This design comes from an exercise in tuning for small area, a short achievable clock period and few clock cycles on the open sky130 flow, not from production work. Where RTL was checked, it was by simulation tests only, not by an equivalence proof against the original. No activity file was given, so power comes from the tool's default toggle rates.

## rev 12
==> flow/design.v <==
`timescale 1ns/1ns
module cpu(clk, reset_n, read_m1, address1, data1, read_m2, write_m2, address2, data2_in, data2_out, num_inst, output_port, is_halted);
	input clk;
	input reset_n;
	output read_m1;
	output [16-1:0] address1;
	output read_m2;
	output write_m2;
	output [16-1:0] address2;
	input [16-1:0] data1;
	input [16-1:0] data2_in;
	output [16-1:0] data2_out;
	output reg [16-1:0] num_inst;
	output reg [16-1:0] output_port;
	output is_halted;
	reg [15:0] pc;                  
	reg        dv;                  
	reg        dpred;               
	reg        fwd_a, fwd_b;        
	reg        ld_use;              
	reg [15:0] di;                  
	reg [15:0] dpc1;                
	reg        mv, m_we, m_ld, m_st, m_wwd, m_hlt;
	reg [1:0]  m_dst;
	reg [15:0] m_res;               
	reg [15:0] m_sd;                
	reg [15:0] r0, r1, r2, r3;
	assign read_m1 = 1'b1;
	assign address1 = pc;
	assign read_m2 = m_ld;
	assign write_m2 = m_st;
	assign address2 = m_res;
	assign data2_out = m_sd;
	assign is_halted = m_hlt;
	wire [3:0] op = di[15:12];
	wire [1:0] rs = di[11:10];
	wire [1:0] rt = di[9:8];
	wire [1:0] rd = di[7:6];
	wire [5:0] fn = di[5:0];
	wire [15:0] imm = {{8{di[7]}}, di[7:0]};
	wire op_br   = (op[3:2] == 2'b00);           
	wire op_adi  = (op == 4'd4);
	wire op_ori  = (op == 4'd5);
	wire op_lhi  = (op == 4'd6);
	wire op_lwd  = (op == 4'd7);
	wire op_swd  = (op == 4'd8);
	wire op_jal  = (op == 4'd10);
	wire op_r    = (op == 4'd15);
	wire r_alu   = op_r & ~fn[3];                
	wire r_spec  = op_r &  fn[3];                
	wire r_jpr   = r_spec & ~fn[2] & ~fn[1];
	wire r_jrl   = r_spec & ~fn[2] &  fn[1];
	wire r_wwd   = r_spec &  fn[2] & ~fn[0];
	wire r_hlt   = r_spec &  fn[2] &  fn[0];
	wire jr      = r_jpr | r_jrl;
	wire we      = op_adi | op_ori | op_lhi | op_lwd | r_alu | op_jal | r_jrl;
	wire [1:0] dst = (op_jal | r_jrl) ? 2'd2 : op_r ? rd : rt;
	wire [15:0] rf_a = rs[1] ? (rs[0] ? r3 : r2) : (rs[0] ? r1 : r0);
	wire [15:0] rf_b = rt[1] ? (rt[0] ? r3 : r2) : (rt[0] ? r1 : r0);
	wire [15:0] A = fwd_a ? m_res : rf_a;
	wire [15:0] B = fwd_b ? m_res : rf_b;
	wire stall = dv & ld_use;
	wire d_hlt = dv & r_hlt;
	wire hold  = stall | d_hlt;
	wire issue = dv & ~hold;
	wire is_sub = r_alu & (fn[2:0] == 3'd1);
	wire inv_a  = r_alu & fn[2] & ~fn[1];            
	wire [15:0] yv = r_alu ? B : imm;
	wire [15:0] add_x = op_br ? dpc1 : inv_a ? ~A : A;
	wire [15:0] add_y = (inv_a | r_spec | dpred) ? 16'd0 : is_sub ? ~yv : yv;    
	wire [15:0] sum = add_x + add_y + {15'd0, is_sub | (inv_a & fn[0])};
	reg [15:0] res;
	always @(*) begin
		if (op_lhi) res = {di[7:0], 8'h00};
		else if (op_jal | r_jrl) res = dpc1;                           
		else if (op_ori | (r_alu & fn[2:0] == 3'd3)) res = A | yv;
		else if (r_alu & fn[2:0] == 3'd2) res = A & yv;
		else if (r_alu & fn[2:0] == 3'd6) res = {A[14:0], 1'b0};
		else if (r_alu & fn[2:0] == 3'd7) res = {1'b0, A[15:1]};
		else res = sum;
	end
	wire a_zero = (A == 16'd0);
	wire eq = (A == B);
	reg taken;
	always @(*) begin
		case (op[1:0])
			2'd0: taken = ~eq;
			2'd1: taken = eq;
			2'd2: taken = ~A[15] & ~a_zero;
			default: taken = A[15];
		endcase
	end
		wire br_redirect = issue & op_br & (dpred ? ~taken : taken & (di[7:0] != 8'd0));
	wire jr_redirect = issue & jr;
	wire redirect = br_redirect | jr_redirect;
	wire f_jump = (data1[15:12] == 4'd9) | (data1[15:12] == 4'd10);
	wire [15:0] pc_inc = pc + 16'd1;
	wire f_bpred = (data1[15:14] == 2'b00) & data1[7];
	wire [8:0] f_lo = {1'b0, pc_inc[7:0]} + {1'b0, data1[7:0]};
	wire [7:0] pc_inc_hm1 = pc_inc[15:8] - 8'd1;
	wire [15:0] f_target = f_jump ? {4'h0, data1[11:0]} : {f_lo[8] ? pc_inc[15:8] : pc_inc_hm1, f_lo[7:0]};
	wire f_take = (f_jump | f_bpred) & ~hold & ~redirect;
	wire [15:0] x_next = hold ? pc :
	                     redirect ? sum : pc_inc;
	wire [15:0] pc_next = f_take ? f_target : x_next;
	wire [3:0] f_op = data1[15:12];
	wire [1:0] f_rs = data1[11:10];
	wire [1:0] f_rt = data1[9:8];
	wire f_use_rs = ~(f_op == 4'd6 | f_op == 4'd9 | f_op == 4'd10);
	wire f_use_rt = (f_op[3:1] == 3'd0) | (f_op == 4'd8) | ((f_op == 4'd15) & ~data1[3] & ~data1[2]);
	wire x_wr = issue & we;
	wire f_hit_rs = x_wr & (dst == f_rs);
	wire f_hit_rt = x_wr & (dst == f_rt);
	always @(posedge clk) begin
		if (!reset_n) begin
			pc <= 16'd0;
			dv <= 1'b0;
			fwd_a <= 1'b0;
			fwd_b <= 1'b0;
			ld_use <= 1'b0;
			mv <= 1'b0;
			m_we <= 1'b0;
			m_ld <= 1'b0;
			m_st <= 1'b0;
			m_wwd <= 1'b0;
			m_hlt <= 1'b0;
			num_inst <= 16'd0;
			output_port <= 16'd0;
		end
		else begin
			pc <= pc_next;
			if (!hold)
				dv <= ~redirect;
			if (!hold) begin
				fwd_a <= f_hit_rs & ~op_lwd;
				fwd_b <= f_hit_rt & ~op_lwd;
				ld_use <= op_lwd & ((f_hit_rs & f_use_rs) | (f_hit_rt & f_use_rt));
			end
			else begin
				fwd_a <= 1'b0;
				fwd_b <= 1'b0;
				ld_use <= 1'b0;
			end
			mv <= issue;
			m_we <= issue & we;
			m_ld <= issue & op_lwd;
			m_st <= issue & op_swd;
			m_wwd <= issue & r_wwd;
			m_hlt <= d_hlt;
			if (mv) num_inst <= num_inst + 16'd1;
			if (mv & m_wwd) output_port <= m_res;
		end
	end
	always @(posedge clk) begin
		if (!hold) begin
			di <= data1;
			dpc1 <= pc_inc;
			dpred <= f_bpred;
		end
		m_dst <= dst;
		m_res <= res;
		m_sd <= B;
	end
	wire [15:0] wd = reset_n ? (m_ld ? data2_in : m_res) : 16'd0;
	wire wr = m_we | ~reset_n;
	always @(posedge clk) begin
		if (wr && (m_dst == 2'd0 || !reset_n)) r0 <= wd;
		if (wr && (m_dst == 2'd1 || !reset_n)) r1 <= wd;
		if (wr && (m_dst == 2'd2 || !reset_n)) r2 <= wd;
		if (wr && (m_dst == 2'd3 || !reset_n)) r3 <= wd;
	end
endmodule
Settings: LEC_CHECK=0, ABC_AREA=1, CAP_MARGIN=20, CORE_MARGIN=2, CORE_UTILIZATION=50, PLACE_DENSITY=0.7, SLEW_MARGIN=20; clock period 15.0 ns.
standard.sh (not shown) runs the stock make flow with config.mk's settings and CLKGATE_MAP_FILE= SYNTH_SCRIPT=/design/flow/synth_recipe.tcl, a recipe that flattens the netlist after the stock synthesis.
==> flow/flow/run.sh <==
#!/bin/bash
# Standard ORFS layout (the standard.sh) with extra make variables from flow/args, one per
# line: a larger SETUP_SLACK_MARGIN makes the resizer work on the critical paths even though the
# clock constraint is loose, and BUFFER_PORTS_ARGS picks the port buffer cell.
set -euo pipefail
mapfile -t extra < flow/args
bash standard.sh "${extra[@]}" finish > standard_flow.log 2>&1
==> flow/flow/args <==
SETUP_SLACK_MARGIN=11
BUFFER_PORTS_ARGS=-buffer_cell sky130_fd_sc_hd__buf_2
CTS_ARGS=-sink_clustering_enable -repair_clock_nets -dont_use_dummy_load
Rev 12 | status: complete | timing, DRC, antenna: pass
For rev 13, these inputs were changed with respect to rev 12:
--- a/flow/design.v
+++ b/flow/design.v
@@ -16,5 +16,4 @@
 	reg [15:0] pc;                  
 	reg        dv;                  
-	reg        dpred;               
 	reg        fwd_a, fwd_b;        
 	reg        ld_use;              
@@ -68,5 +67,5 @@
 	wire [15:0] yv = r_alu ? B : imm;
 	wire [15:0] add_x = op_br ? dpc1 : inv_a ? ~A : A;
-	wire [15:0] add_y = (inv_a | r_spec | dpred) ? 16'd0 : is_sub ? ~yv : yv;    
+	wire [15:0] add_y = (inv_a | r_spec) ? 16'd0 : is_sub ? ~yv : yv;
 	wire [15:0] sum = add_x + add_y + {15'd0, is_sub | (inv_a & fn[0])};
 	reg [15:0] res;
@@ -91,17 +90,13 @@
 		endcase
 	end
-		wire br_redirect = issue & op_br & (dpred ? ~taken : taken & (di[7:0] != 8'd0));
+		wire br_redirect = issue & op_br & taken & (di[7:0] != 8'd0);
 	wire jr_redirect = issue & jr;
 	wire redirect = br_redirect | jr_redirect;
 	wire f_jump = (data1[15:12] == 4'd9) | (data1[15:12] == 4'd10);
 	wire [15:0] pc_inc = pc + 16'd1;
-	wire f_bpred = (data1[15:14] == 2'b00) & data1[7];
-	wire [8:0] f_lo = {1'b0, pc_inc[7:0]} + {1'b0, data1[7:0]};
-	wire [7:0] pc_inc_hm1 = pc_inc[15:8] - 8'd1;
-	wire [15:0] f_target = f_jump ? {4'h0, data1[11:0]} : {f_lo[8] ? pc_inc[15:8] : pc_inc_hm1, f_lo[7:0]};
-	wire f_take = (f_jump | f_bpred) & ~hold & ~redirect;
+	wire f_take = f_jump & ~hold & ~redirect;
 	wire [15:0] x_next = hold ? pc :
 	                     redirect ? sum : pc_inc;
-	wire [15:0] pc_next = f_take ? f_target : x_next;
+	wire [15:0] pc_next = f_take ? {4'h0, data1[11:0]} : x_next;
 	wire [3:0] f_op = data1[15:12];
 	wire [1:0] f_rs = data1[11:10];
@@ -156,5 +151,4 @@
 			di <= data1;
 			dpc1 <= pc_inc;
-			dpred <= f_bpred;
 		end
 		m_dst <= dst;
From rev 12 to rev 13 the numbers moved as follows: count of vias placed by the detailed router down about 6%, global-route wire length before repair down about 5%, area share of fa/ha/maj cells after synthesis down 0.96 points, wire length down 3.6%. Power was lower in rev 13 than in rev 12. On rev 13: total of cells resized after clock tree synthesis is 28 lower than what rev 12 gave. When rev 13 is measured against rev 12, its post-route non-filler standard cell count turns out 168 lower. Sort rev 13 and rev 12 by total stage count of the critical path desc -> top: rev 12. Of the two candidates, rev 12 has the worse area of the core and rev 13 the better one. Rev 12 reports its highest layer used for signal routing as met4 while rev 13 reports met5. Rev 13 ends up with a number of signal-net buffers in the layout that is 13 lower than in rev 12.
Testbench counts of rev 13, summed over its fixed seeds: cycles 39,662.
No functional check of the RTL was part of rev 12.


Setup of v6:
cpu, a different RTL version from the one above (not shown whole).
Size in the first run: roughly 1700 cells after synthesis, ~190 flip-flops, ~12000 um2 of cells after synthesis.
==> module cpu, before the edit <==
module cpu(clk, reset_n, read_m1, address1, data1, read_m2, write_m2, address2, data2_in, data2_out, num_inst, output_port, is_halted);
	input clk;
	input reset_n;
	output read_m1;
	output [16-1:0] address1;
	output read_m2;
	output write_m2;
	output [16-1:0] address2;
	input [16-1:0] data1;
	input [16-1:0] data2_in;
	output [16-1:0] data2_out;
	output reg [16-1:0] num_inst;
	output reg [16-1:0] output_port;
	output is_halted;
	reg [15:0] pc;                  
	reg        dv;                  
	reg [15:0] di;                  
	reg [15:0] dpc1;                
	reg        mv, m_we, m_ld, m_st, m_wwd, m_hlt;
	reg [1:0]  m_dst;
	reg [15:0] m_res;               
	reg [15:0] m_sd;                
	reg [15:0] r0, r1, r2, r3;
	assign read_m1 = 1'b1;
	assign address1 = pc;
	assign read_m2 = m_ld;
	assign write_m2 = m_st;
	assign address2 = m_res;
	assign data2_out = m_sd;
	assign is_halted = m_hlt;
	wire [3:0] op = di[15:12];
	wire [1:0] rs = di[11:10];
	wire [1:0] rt = di[9:8];
	wire [1:0] rd = di[7:6];
	wire [5:0] fn = di[5:0];
	wire [15:0] imm = {{8{di[7]}}, di[7:0]};
	wire op_br   = (op[3:2] == 2'b00);           
	wire op_adi  = (op == 4'd4);
	wire op_ori  = (op == 4'd5);
	wire op_lhi  = (op == 4'd6);
	wire op_lwd  = (op == 4'd7);
	wire op_swd  = (op == 4'd8);
	wire op_jal  = (op == 4'd10);
	wire op_r    = (op == 4'd15);
	wire r_alu   = op_r & ~fn[3];                
	wire r_spec  = op_r &  fn[3];                
	wire r_jpr   = r_spec & ~fn[2] & ~fn[1];
	wire r_jrl   = r_spec & ~fn[2] &  fn[1];
	wire r_wwd   = r_spec &  fn[2] & ~fn[0];
	wire r_hlt   = r_spec &  fn[2] &  fn[0];
	wire jr      = r_jpr | r_jrl;
	wire use_rs  = ~(op_lhi | op == 4'd9 | op_jal);
	wire use_rt  = (op_br & ~op[1]) | op_swd | (r_alu & ~fn[2]);
	wire we      = op_adi | op_ori | op_lhi | op_lwd | r_alu | op_jal | r_jrl;
	wire [1:0] dst = (op_jal | r_jrl) ? 2'd2 : op_r ? rd : rt;
	wire fwd_ok = mv & m_we & ~m_ld;
	wire [15:0] rf_a = rs[1] ? (rs[0] ? r3 : r2) : (rs[0] ? r1 : r0);
	wire [15:0] rf_b = rt[1] ? (rt[0] ? r3 : r2) : (rt[0] ? r1 : r0);
	wire [15:0] A = (fwd_ok && m_dst == rs) ? m_res : rf_a;
	wire [15:0] B = (fwd_ok && m_dst == rt) ? m_res : rf_b;
	wire stall = dv & mv & m_ld & ((use_rs && m_dst == rs) || (use_rt && m_dst == rt));
	wire d_hlt = dv & r_hlt;
	wire hold  = stall | d_hlt;
	wire issue = dv & ~hold;
	wire is_sub = r_alu & (fn[2:0] == 3'd1);
	wire is_tcp = r_alu & (fn[2:0] == 3'd5);
	wire [15:0] add_x = is_tcp ? ~A : A;
	wire [15:0] add_y = is_tcp ? 16'd0 : r_alu ? (is_sub ? ~B : B) : imm;
	wire [15:0] sum = add_x + add_y + {15'd0, is_sub | is_tcp};
	reg [15:0] res;
	always @(*) begin
		if (op_r) begin
			case (fn[2:0])
				3'd2: res = A & B;
				3'd3: res = A | B;
				3'd4: res = ~A;
				3'd6: res = {A[14:0], 1'b0};
				3'd7: res = {1'b0, A[15:1]};
				default: res = sum;
			endcase
			if (r_spec) res = fn[1] ? dpc1 : A;       
		end
		else if (op_ori) res = A | imm;
		else if (op_lhi) res = {di[7:0], 8'h00};
		else if (op_jal) res = dpc1;
		else res = sum;
	end
	wire a_zero = (A == 16'd0);
	wire eq = (A == B);
	reg taken;
	always @(*) begin
		case (op[1:0])
			2'd0: taken = ~eq;
			2'd1: taken = eq;
			2'd2: taken = ~A[15] & ~a_zero;
			default: taken = A[15];
		endcase
	end
	wire [15:0] btarget = dpc1 + imm;
	wire br_redirect = issue & op_br & taken & (di[7:0] != 8'd0);
	wire jr_redirect = issue & jr;
	wire redirect = br_redirect | jr_redirect;
	wire f_jump = (data1[15:12] == 4'd9) | (data1[15:12] == 4'd10);
	wire [15:0] pc_inc = pc + 16'd1;
	wire [15:0] pc_next = hold ? pc :
	                      br_redirect ? btarget :
	                      jr_redirect ? A :
	                      f_jump ? {4'h0, data1[11:0]} : pc_inc;
	always @(posedge clk) begin
		if (!reset_n) begin
			pc <= 16'd0;
			dv <= 1'b0;
			mv <= 1'b0;
			m_we <= 1'b0;
			m_ld <= 1'b0;
			m_st <= 1'b0;
			m_wwd <= 1'b0;
			m_hlt <= 1'b0;
			num_inst <= 16'd0;
			output_port <= 16'd0;
		end
		else begin
			pc <= pc_next;
			if (!hold)
				dv <= ~redirect;
			mv <= issue;
			m_we <= issue & we;
			m_ld <= issue & op_lwd;
			m_st <= issue & op_swd;
			m_wwd <= issue & r_wwd;
			m_hlt <= d_hlt;
			if (mv) num_inst <= num_inst + 16'd1;
			if (mv & m_wwd) output_port <= m_res;
		end
	end
	always @(posedge clk) begin
		if (!hold) begin
			di <= data1;
			dpc1 <= pc_inc;
		end
		m_dst <= dst;
		m_res <= res;
		m_sd <= B;
	end
	wire [15:0] wd = reset_n ? (m_ld ? data2_in : m_res) : 16'd0;
	wire wr = m_we | ~reset_n;
	always @(posedge clk) begin
		if (wr && (m_dst == 2'd0 || !reset_n)) r0 <= wd;
		if (wr && (m_dst == 2'd1 || !reset_n)) r1 <= wd;
		if (wr && (m_dst == 2'd2 || !reset_n)) r2 <= wd;
		if (wr && (m_dst == 2'd3 || !reset_n)) r3 <= wd;
	end
endmodule
==> flow/config.mk <==
export PLATFORM = sky130hd
export DESIGN_NAME = cpu
export DESIGN_NICKNAME = cpu
export VERILOG_FILES = /design/flow/design.v
export SDC_FILE = /design/flow/constraint.sdc
export NUM_CORES = 4
export LEC_CHECK = 0
export ABC_AREA = 1
export CAP_MARGIN = 20
export CORE_MARGIN = 2
export CORE_UTILIZATION = 40
export SLEW_MARGIN = 20
==> flow/constraint.sdc <==
create_clock -name core_clock -period 15.0 [get_ports {clk}]
set_input_delay 3.0000 -clock core_clock [delete_from_list [all_inputs] [get_ports {clk}]]
set_output_delay 3.0000 -clock core_clock [all_outputs]
set_load 0.01 [all_outputs]
==> flow/flow/args <==
SETUP_SLACK_MARGIN=11
BUFFER_PORTS_ARGS=-buffer_cell sky130_fd_sc_hd__buf_2
Scripts as last shown in full above: flow/flow/run.sh
v6 has completed all stages; timing, DRC and antenna checks passed.
Testbench counts of v6, summed over its fixed seeds: cycles 39,662.
Relative to v6, the following input files were edited for v7:
diff --git a/flow/design.v b/flow/design.v
--- a/flow/design.v
+++ b/flow/design.v
@@ -14,8 +14,10 @@
 	output reg [16-1:0] output_port;
 	output is_halted;
 	reg [15:0] pc;                  
 	reg        dv;                  
+	reg        fwd_a, fwd_b;        
+	reg        ld_use;              
 	reg [15:0] di;                  
 	reg [15:0] dpc1;                
 	reg        mv, m_we, m_ld, m_st, m_wwd, m_hlt;
 	reg [1:0]  m_dst;
@@ -49,18 +51,15 @@
 	wire r_jrl   = r_spec & ~fn[2] &  fn[1];
 	wire r_wwd   = r_spec &  fn[2] & ~fn[0];
 	wire r_hlt   = r_spec &  fn[2] &  fn[0];
 	wire jr      = r_jpr | r_jrl;
-	wire use_rs  = ~(op_lhi | op == 4'd9 | op_jal);
-	wire use_rt  = (op_br & ~op[1]) | op_swd | (r_alu & ~fn[2]);
 	wire we      = op_adi | op_ori | op_lhi | op_lwd | r_alu | op_jal | r_jrl;
 	wire [1:0] dst = (op_jal | r_jrl) ? 2'd2 : op_r ? rd : rt;
-	wire fwd_ok = mv & m_we & ~m_ld;
 	wire [15:0] rf_a = rs[1] ? (rs[0] ? r3 : r2) : (rs[0] ? r1 : r0);
 	wire [15:0] rf_b = rt[1] ? (rt[0] ? r3 : r2) : (rt[0] ? r1 : r0);
-	wire [15:0] A = (fwd_ok && m_dst == rs) ? m_res : rf_a;
-	wire [15:0] B = (fwd_ok && m_dst == rt) ? m_res : rf_b;
-	wire stall = dv & mv & m_ld & ((use_rs && m_dst == rs) || (use_rt && m_dst == rt));
+	wire [15:0] A = fwd_a ? m_res : rf_a;
+	wire [15:0] B = fwd_b ? m_res : rf_b;
+	wire stall = dv & ld_use;
 	wire d_hlt = dv & r_hlt;
 	wire hold  = stall | d_hlt;
 	wire issue = dv & ~hold;
 	wire is_sub = r_alu & (fn[2:0] == 3'd1);
@@ -102,16 +101,28 @@
 	wire jr_redirect = issue & jr;
 	wire redirect = br_redirect | jr_redirect;
 	wire f_jump = (data1[15:12] == 4'd9) | (data1[15:12] == 4'd10);
 	wire [15:0] pc_inc = pc + 16'd1;
-	wire [15:0] pc_next = hold ? pc :
-	                      br_redirect ? btarget :
-	                      jr_redirect ? A :
-	                      f_jump ? {4'h0, data1[11:0]} : pc_inc;
+	wire f_take = f_jump & ~hold & ~redirect;
+	wire [15:0] x_next = hold ? pc :
+	                     br_redirect ? btarget :
+	                     jr_redirect ? A : pc_inc;
+	wire [15:0] pc_next = f_take ? {4'h0, data1[11:0]} : x_next;
+	wire [3:0] f_op = data1[15:12];
+	wire [1:0] f_rs = data1[11:10];
+	wire [1:0] f_rt = data1[9:8];
+	wire f_use_rs = ~(f_op == 4'd6 | f_op == 4'd9 | f_op == 4'd10);
+	wire f_use_rt = (f_op[3:1] == 3'd0) | (f_op == 4'd8) | ((f_op == 4'd15) & ~data1[3] & ~data1[2]);
+	wire x_wr = issue & we;
+	wire f_hit_rs = x_wr & (dst == f_rs);
+	wire f_hit_rt = x_wr & (dst == f_rt);
 	always @(posedge clk) begin
 		if (!reset_n) begin
 			pc <= 16'd0;
 			dv <= 1'b0;
+			fwd_a <= 1'b0;
+			fwd_b <= 1'b0;
+			ld_use <= 1'b0;
 			mv <= 1'b0;
 			m_we <= 1'b0;
 			m_ld <= 1'b0;
 			m_st <= 1'b0;
@@ -123,8 +134,18 @@
 		else begin
 			pc <= pc_next;
 			if (!hold)
 				dv <= ~redirect;
+			if (!hold) begin
+				fwd_a <= f_hit_rs & ~op_lwd;
+				fwd_b <= f_hit_rt & ~op_lwd;
+				ld_use <= op_lwd & ((f_hit_rs & f_use_rs) | (f_hit_rt & f_use_rt));
+			end
+			else begin
+				fwd_a <= 1'b0;
+				fwd_b <= 1'b0;
+				ld_use <= 1'b0;
+			end
 			mv <= issue;
 			m_we <= issue & we;
 			m_ld <= issue & op_lwd;
 			m_st <= issue & op_swd;
Run comparison: v6 critical path launch point m_res[13]; v7 critical path launch point m_res[14]
Compared with v6, v7 shows a higher peak ir drop on the vdd network.
NOTE: area added between synthesis and finish in v7 falls short of that of v6
Against v6, v7 reports a remaining max-slew budget at the tightest pin that is lower.
| chip width | v6 vs v7 | ≈ equal |
Min hold-critical path depth across v6 and v7: v6
Between v6 and v7, the total power does not differ in any meaningful way.
Going from v6 to v7, cell area shrinks by about 2%.
Delta (v7 minus v6): cell count has decreased; path length in cells of the critical path now sits at about the same level.
Testbench counts of v7, summed over its fixed seeds: cycles 39,662.

## what the ideal ports hide
How much do the figures lean on ideal ports? The routed layouts below were timed once more, with nothing changed but the port constraints. Step 1 assumes that a clkbuf_16 drives the clock port and a buf_2 every other input. Step 2 times the ports against the registers' clock, not the clock port: input delays grow and output delays shrink by t, the midpoint of the rising clock arrivals with the driver on. Three values: ideal, step 1, step 2; two values: the first two.
run | shift t [ns] | setup WS [ns] | worst setup path at the end | worst data-port slew with drivers (ns)
rev 12 | 0.486 | 10.338 / 10.351 / 9.864 | input to register | 0.07
rev 13 | 0.476 | 11.003 / 10.952 / 10.665 | input to register | 0.06
v6 | 0.501 | 10.989 / 10.939 / 10.626 | input to register | 0.04
v7 | 0.502 | 11.008 / 10.961 / 10.647 | input to register | 0.04
After both steps setup and hold are still met in every run listed. The setup slack of rev 12, which loses most, moves by +0.013 ns with the drivers and by -0.474 ns with both steps.
